From an optimization exercise on the open Yosys and OpenROAD flow, aimed at small area, a short achievable clock period and few clock cycles per item; shortcuts taken in it are not production practice. At most, simulation tests tie the RTL to the original design; equivalence was not proved. Power and IR drop assume default switching activity.

== v54 ==
==> flow/design.v (excerpt) <==
module cordic_multiply #(
    parameter WL = 16,
    parameter FL = 14,
    parameter N_ITER = 15
)(
    input  wire                 clk,
    input  wire                 rst_n,
    input  wire                 start,
    input  wire signed [WL-1:0] in1,
    input  wire signed [WL-1:0] in2,
    output wire signed [WL-1:0] out,
    output reg                  done
);
Size: roughly 430 cells after synthesis, ~36 flip-flops, about 52 I/O pins.
export LEC_CHECK = 0
export CAP_MARGIN = 20
export CORE_MARGIN = 2
export CORE_UTILIZATION = 40
export CTS_BUF_LIST = sky130_fd_sc_hd__clkbuf_4
export PLACE_DENSITY = 0.65
export SETUP_SLACK_MARGIN = 2.9
export SLEW_MARGIN = 20
export SYNTH_HIERARCHICAL = 1
export SYNTH_MINIMUM_KEEP_SIZE = 0
create_clock -name core_clock -period 7.0 [get_ports {clk}]
standard.sh (not shown) runs the stock make flow with config.mk's settings and CLKGATE_MAP_FILE= SYNTH_SCRIPT=/design/flow/synth_recipe.tcl, a recipe that flattens the netlist after the stock synthesis.
==> flow/flow/run.sh <==
#!/bin/bash
# Layout flow: the standard flow (standard.sh, unchanged synthesis and
# steps), except that the port buffers are the platform's smallest buffer
# (buf_1) instead of the default pick; repair_design still resizes them where
# a load needs it.  The full output goes to standard.log in this folder.
set -euo pipefail
export BUFFER_PORTS_ARGS="-buffer_cell sky130_fd_sc_hd__buf_1"
bash standard.sh > standard.log 2>&1
v54 finished every step from synthesis to the final layout, and the layout passed the timing, DRC and antenna checks.
Testbench counts of v54, summed over its fixed seeds: cycles 1,608, items 1,600.
Inputs modified between v54 and v49:
Settings: PLACE_DENSITY: 0.65 -> unset; SETUP_SLACK_MARGIN: 2.9 -> 3.1.
## What came out
- The run showing the greater hold slack is v49.
- Measured against each other, v49 and v54 differ in area of all sequential standard cells, the lower figure coming from v54.
- Looking at power density over the cells, v49 sits about 3.2% higher than v54 does.
- | number of filler cells placed in the layout | v49 vs v54 | about 2% lower |
- v49 vs v54, total design power went up by 0.00017 W.
- v54 → v49: cell count grew by 10, reported clock group power decreased 29%, sequential share of layout area saw a decrease.
- On v49: logic depth of the worst path, buffers included is 1 higher than what v54 gave.
- Fmax: v49 higher than v54
- v49: done, clean on timing, DRC and antenna
- v49 vs. v54: area of all placed cells without fillers went up by about 3.6%.
#### Input delta (v38 over v49)
Settings: changing SETUP_SLACK_MARGIN from 3.1 to 2.9; changing CORE_UTILIZATION from 40 to 50; setting PLACE_DENSITY to 0.75 for the first time.
==> comparison <==
Taking v49 as the reference, in v38 clock share of power went up; final cell count without fillers dropped 45; highest net fanout along the worst path +4; post-route fraction of the period consumed by the critical path increased by 2.2 points relative to the old numbers; number of cells upsized or downsized after cts went down by 34.
v38 closes out successfully: all stages finished, all timing, DRC and antenna checks passed.
Against v49, total power in v38 fell by a little under 10%.
The lower post-layout instance area of v49 and v38 is in v38.
Diff v49 -> v38: critical path depth decreased 1; count of H-tree levels built during CTS level; clock-buffer cell count +1.
What v21 does differently from v38 at the input level:
Settings: CORE_UTILIZATION changed from 50 to 40; PLACE_DENSITY changed from 0.75 to 0.85.
--- outcome ---
In summary, v21 completed successfully, with a layout that passed the timing, DRC and antenna checks.
Multi-input gate area in the final layout of v21 exceeds that of v38 slightly.
Summary of the comparison: final core utilization is lower in v21, relative to v38.
Sort v21 and v38 by routed wire length, ascending, and v38 comes first.
Number of iterations in the first detailed-routing pass: v21 vs v38 down 1
Summary: design area, v21 worse than v38
v38 has a lower total power than v21.
Looking at type of the worst setup path, the primary input to flop result is from v38; the flop to primary output one comes from v21.
Input changes introduced in v6 (baseline for comparison: v21):
Settings: swapping 2.9 for 2.8 in SETUP_SLACK_MARGIN; swapping 0.85 for 0.75 in PLACE_DENSITY.
[summary]
v6 gives more required time at the endpoint of the critical path than v21 did. On layout buffer count excluding clock buffers, the higher figure sits with v21, not v6. Cmp v21 and v6 / leakage power summed over all cells / higher: v21. As of v6, power of the clock network had risen by more than a quarter compared to v21. v6: minimum clock period after layout is 150 ps higher than what v21 reported. For the final wirelength, v6 came in about 1.1% lower than v21 did. Number of buffers inserted by post-CTS setup repair of v21 is on par with v6. Lower final cycle utilization of the critical path goes to v21 over v6.

---

Starting RTL as in the previous note.
export LEC_CHECK = 0
export CAP_MARGIN = 20
export CORE_MARGIN = 2
export CORE_UTILIZATION = 40
export CTS_BUF_LIST = sky130_fd_sc_hd__clkbuf_4
export PLACE_DENSITY = 0.75
export SETUP_SLACK_MARGIN = 3.0
export SLEW_MARGIN = 20
export SYNTH_HIERARCHICAL = 1
export SYNTH_MINIMUM_KEEP_SIZE = 0
create_clock -name core_clock -period 7.0 [get_ports {clk}]
Scripts as last shown in full above: flow/flow/run.sh
Testbench counts at the start, summed over its fixed seeds: cycles 1,608, items 1,600.
Change:
- PLACE_DENSITY: 0.75 -> default
- SETUP_SLACK_MARGIN: 3.0 -> 3.3
Result: Hold slack gets better by 8.1 ps. Final cell count went up by 2.6%. Maximum frequency rises by 0.41%.

---

Starting RTL as in the previous note.
Settings: LEC_CHECK=0, CAP_MARGIN=20, CORE_MARGIN=2, CORE_UTILIZATION=40, CTS_BUF_LIST=sky130_fd_sc_hd__clkbuf_8, SETUP_SLACK_MARGIN=2.9, SLEW_MARGIN=20, SYNTH_HIERARCHICAL=1, SYNTH_MINIMUM_KEEP_SIZE=0; clock period 7.0 ns.
Scripts as last shown in full above: flow/flow/run.sh
Testbench counts at the start, summed over its fixed seeds: cycles 1,608, items 1,600.
Rerun with:
- CTS_BUF_LIST: sky130_fd_sc_hd__clkbuf_8 -> sky130_fd_sc_hd__clkbuf_4
- SETUP_SLACK_MARGIN: 2.9 -> 2.85
=> Core utilization goes down by 0.31 points; synthesized area does not change; routed wire length decreases by a few percent; final area drops slightly; power is about the same; sequential share of layout area came out higher by 0.12 points.
Rerun with:
- SETUP_SLACK_MARGIN: 2.85 -> 3.2
Effect: Combinational power came out higher by about 20%; utilization came out higher by 3.4 points; via count came out higher by about 1.7%; fmax came out higher by 3.0%; die area stays the same; critical path depth came out higher by 1; wire length came out higher by about 5%; first-iteration DRC count came out higher by 32%; design area came out higher by about 7.5%.

---

## job 6062
cordic_multiply, a different RTL version from the one above (not shown whole).
For scale: about 450 cells after synthesis, ~52 I/O pins, ~4600 um2 of cells after synthesis.
==> flow/design.v (excerpt) <==
module cordic_multiply #(
    parameter WL = 16,
    parameter FL = 14,
    parameter N_ITER = 15
)(
    input  wire                 clk,
    input  wire                 rst_n,
    input  wire                 start,
    input  wire signed [WL-1:0] in1,
    input  wire signed [WL-1:0] in2,
    output wire signed [WL-1:0] out,
    output reg                  done
);
    reg  [16:0] ya_r, yb_r;
    wire p1 = ~(in1[0]);
    wire p2 = ~(in1[1]);
    wire p3 = ~(in1[2]);
    wire p4 = ~(in1[3]);
    wire p5 = ~(in1[4]);
    wire p6 = ~(in1[5]);
    wire p7 = ~(in1[6]);
    wire p8 = ~(in1[7]);
    wire p9 = ~(in1[8]);
    wire p10 = ~(in1[9]);
    wire p11 = ~(in1[10]);
    wire p12 = ~(in1[11]);
    wire p13 = ~(in1[12]);
    wire p14 = ~(in1[13]);
    wire p15 = ~(in1[14]);
    wire p16 = ~(~(in1[15]));
    wire p17 = ~(in2[15] & ~in1[0]);
    wire p18 = ~(in2[15]);
    wire p19 = ~(in2[14] & in1[1]);
    wire p20 = ~(in2[13] & in1[2]);
    wire p21 = ~(in2[12] & in1[3]);
    wire p22 = ~(in2[11] & in1[4]);
    wire p23 = ~(in2[10] & in1[5]);
    wire p24 = ~(in2[9] & in1[6]);
    wire p25 = ~(in2[8] & in1[7]);
    wire p26 = ~(in2[7] & in1[8]);
    wire p27 = ~(in2[6] & in1[9]);
    wire p28 = ~(in2[5] & in1[10]);
    wire p29 = ~(in2[4] & in1[11]);
    wire p30 = ~(in2[3] & in1[12]);
    wire p31 = ~(in2[2] & in1[13]);
    wire p32 = ~(~(in2[1] & in1[14]));
    wire p33 = ~(in2[15] & ~in1[1]);
    wire p34 = ~(in2[14] & in1[2]);
    wire p35 = ~(in2[13] & in1[3]);
    wire p36 = ~(in2[12] & in1[4]);
    wire p37 = ~(in2[11] & in1[5]);
    wire p38 = ~(in2[10] & in1[6]);
    wire p39 = ~(in2[9] & in1[7]);
    wire p40 = ~(in2[8] & in1[8]);
    wire p41 = ~(in2[7] & in1[9]);
    wire p42 = ~(in2[6] & in1[10]);
    wire p43 = ~(in2[5] & in1[11]);
    wire p44 = ~(in2[4] & in1[12]);
    wire p45 = ~(in2[3] & in1[13]);
    wire p46 = ~(in2[2] & in1[14]);
    wire p47 = ~(~(in2[1] & in1[15]));
    wire p48 = ~(in2[1] & in1[14]);
    wire p49 = ~(in2[15] & ~in1[2]);
    wire p50 = ~(in2[14] & in1[3]);
    wire p51 = ~(in2[13] & in1[4]);
    wire p52 = ~(in2[12] & in1[5]);
    wire p53 = ~(in2[11] & in1[6]);
    wire p54 = ~(in2[10] & in1[7]);
    wire p55 = ~(in2[9] & in1[8]);
    wire p56 = ~(in2[8] & in1[9]);
    wire p57 = ~(in2[7] & in1[10]);
  ...
==> flow/config.mk <==
export PLATFORM = sky130hd
export DESIGN_NAME = cordic_multiply
export DESIGN_NICKNAME = cordic_multiply
export VERILOG_FILES = /design/flow/design.v
export SDC_FILE = /design/flow/constraint.sdc
export NUM_CORES = 4
export LEC_CHECK = 0
export CAP_MARGIN = 20
export CORE_MARGIN = 2
export CORE_UTILIZATION = 40
export CTS_BUF_LIST = sky130_fd_sc_hd__clkbuf_4
export SETUP_SLACK_MARGIN = 3.0
export SLEW_MARGIN = 20
export SYNTH_HIERARCHICAL = 1
export SYNTH_MINIMUM_KEEP_SIZE = 0
==> flow/constraint.sdc <==
create_clock -name core_clock -period 7.0 [get_ports {clk}]
set_input_delay 1.4000 -clock core_clock [delete_from_list [all_inputs] [get_ports {clk}]]
set_output_delay 1.4000 -clock core_clock [all_outputs]
set_load 0.01 [all_outputs]
Scripts as last shown in full above: flow/flow/run.sh
Job 6062: full flow OK, the timing, DRC and antenna checks passed
## Diff of input files: job 8194 against job 6062
- SETUP_SLACK_MARGIN changed from 3.0 to 2.5
Notes after the runs:
The number of vias per cell after detailed routing of job 8194 exceeds that of job 6062 by 2.1%. Of the two values seen for master of the slowest instance on the critical path, sky130_fd_sc_hd__fa_2 was produced by job 6062 and sky130_fd_sc_hd__fa_1 by job 8194. Final design utilization: job 8194 and job 6062 compared, higher one is job 6062. Looking at global-route wire length before repair across both flows, job 8194 is the stronger of the two, with job 6062 trailing. Comparing job 8194 and job 6062, the higher part of the total power dissipated in combinational logic was measured on job 6062. Compare job 8194 and job 6062 | static leakage power lower: job 8194. Cell count (lower): job 8194. When job 8194 is set beside job 6062, its total length of routed wires turns out to be about 3% smaller. Compared with job 6062, the detailed router inserted fewer vias in job 8194.
## Diff of input files: job 651 against job 8194
- changing CORE_UTILIZATION from 40 to 65
- removing SETUP_SLACK_MARGIN (formerly 2.5)
Notes after the runs:
Taking job 8194 as the reference, in job 651 fmax lower; part of the power in combinational logic down 0.2 points; global-route usage has increased.
No run of this note included a check of the RTL's function; only the layout flow was run.

==> what the ideal ports hide <==
How much do the figures lean on ideal ports? The routed layouts below were timed once more, with nothing changed but the port constraints. Step 1, drivers: a clkbuf_16 drives clk and a buf_2 each remaining input, both assumed. Step 2 moves the port delays by t, midway between the first and last clock arrival at a register: inputs arrive t later, outputs are due t later. That takes back most of the time a late clock gives input paths. Slacks: ideal ports / drivers / drivers and shift; pairs: ideal ports / drivers.
run | t (ns) | slack for setup (ns) | cell pins on the clock port's net
v54 | 0.364 | 2.952 / 2.953 / 2.589 | 1
v49 | 0.350 | 3.073 / 3.047 / 2.784 | 1
v38 | 0.351 | 2.921 / 2.927 / 2.576 | 1
v21 | 0.352 | 2.976 / 2.954 / 2.610 | 1
v6 | 0.341 | 2.826 / 2.826 / 2.485 | 1
the first run of note 2 | 0.353 | 3.008 / 2.984 / 2.701 | 1
the second run of note 2 | 0.358 | 3.024 / 2.997 / 2.895 | 1
the first run of note 3 | 0.306 | 2.962 / 2.933 / 2.680 | 1
the second run of note 3 | 0.344 | 2.924 / 2.924 / 2.580 | 1
the third run of note 3 | 0.351 | 3.042 / 3.015 / 2.858 | 1
job 6062 | 0.333 | 2.820 / 2.771 / 2.438 | 1
job 8194 | 0.340 | 2.552 / 2.544 / 2.204 | 1
job 651 | 0.338 | 2.109 / 2.110 / 1.772 | 1
After both steps every run listed still meets setup and hold. For job 6062, which loses most, drivers alone change the setup slack by -0.049 ns; drivers and shift together by -0.382 ns.
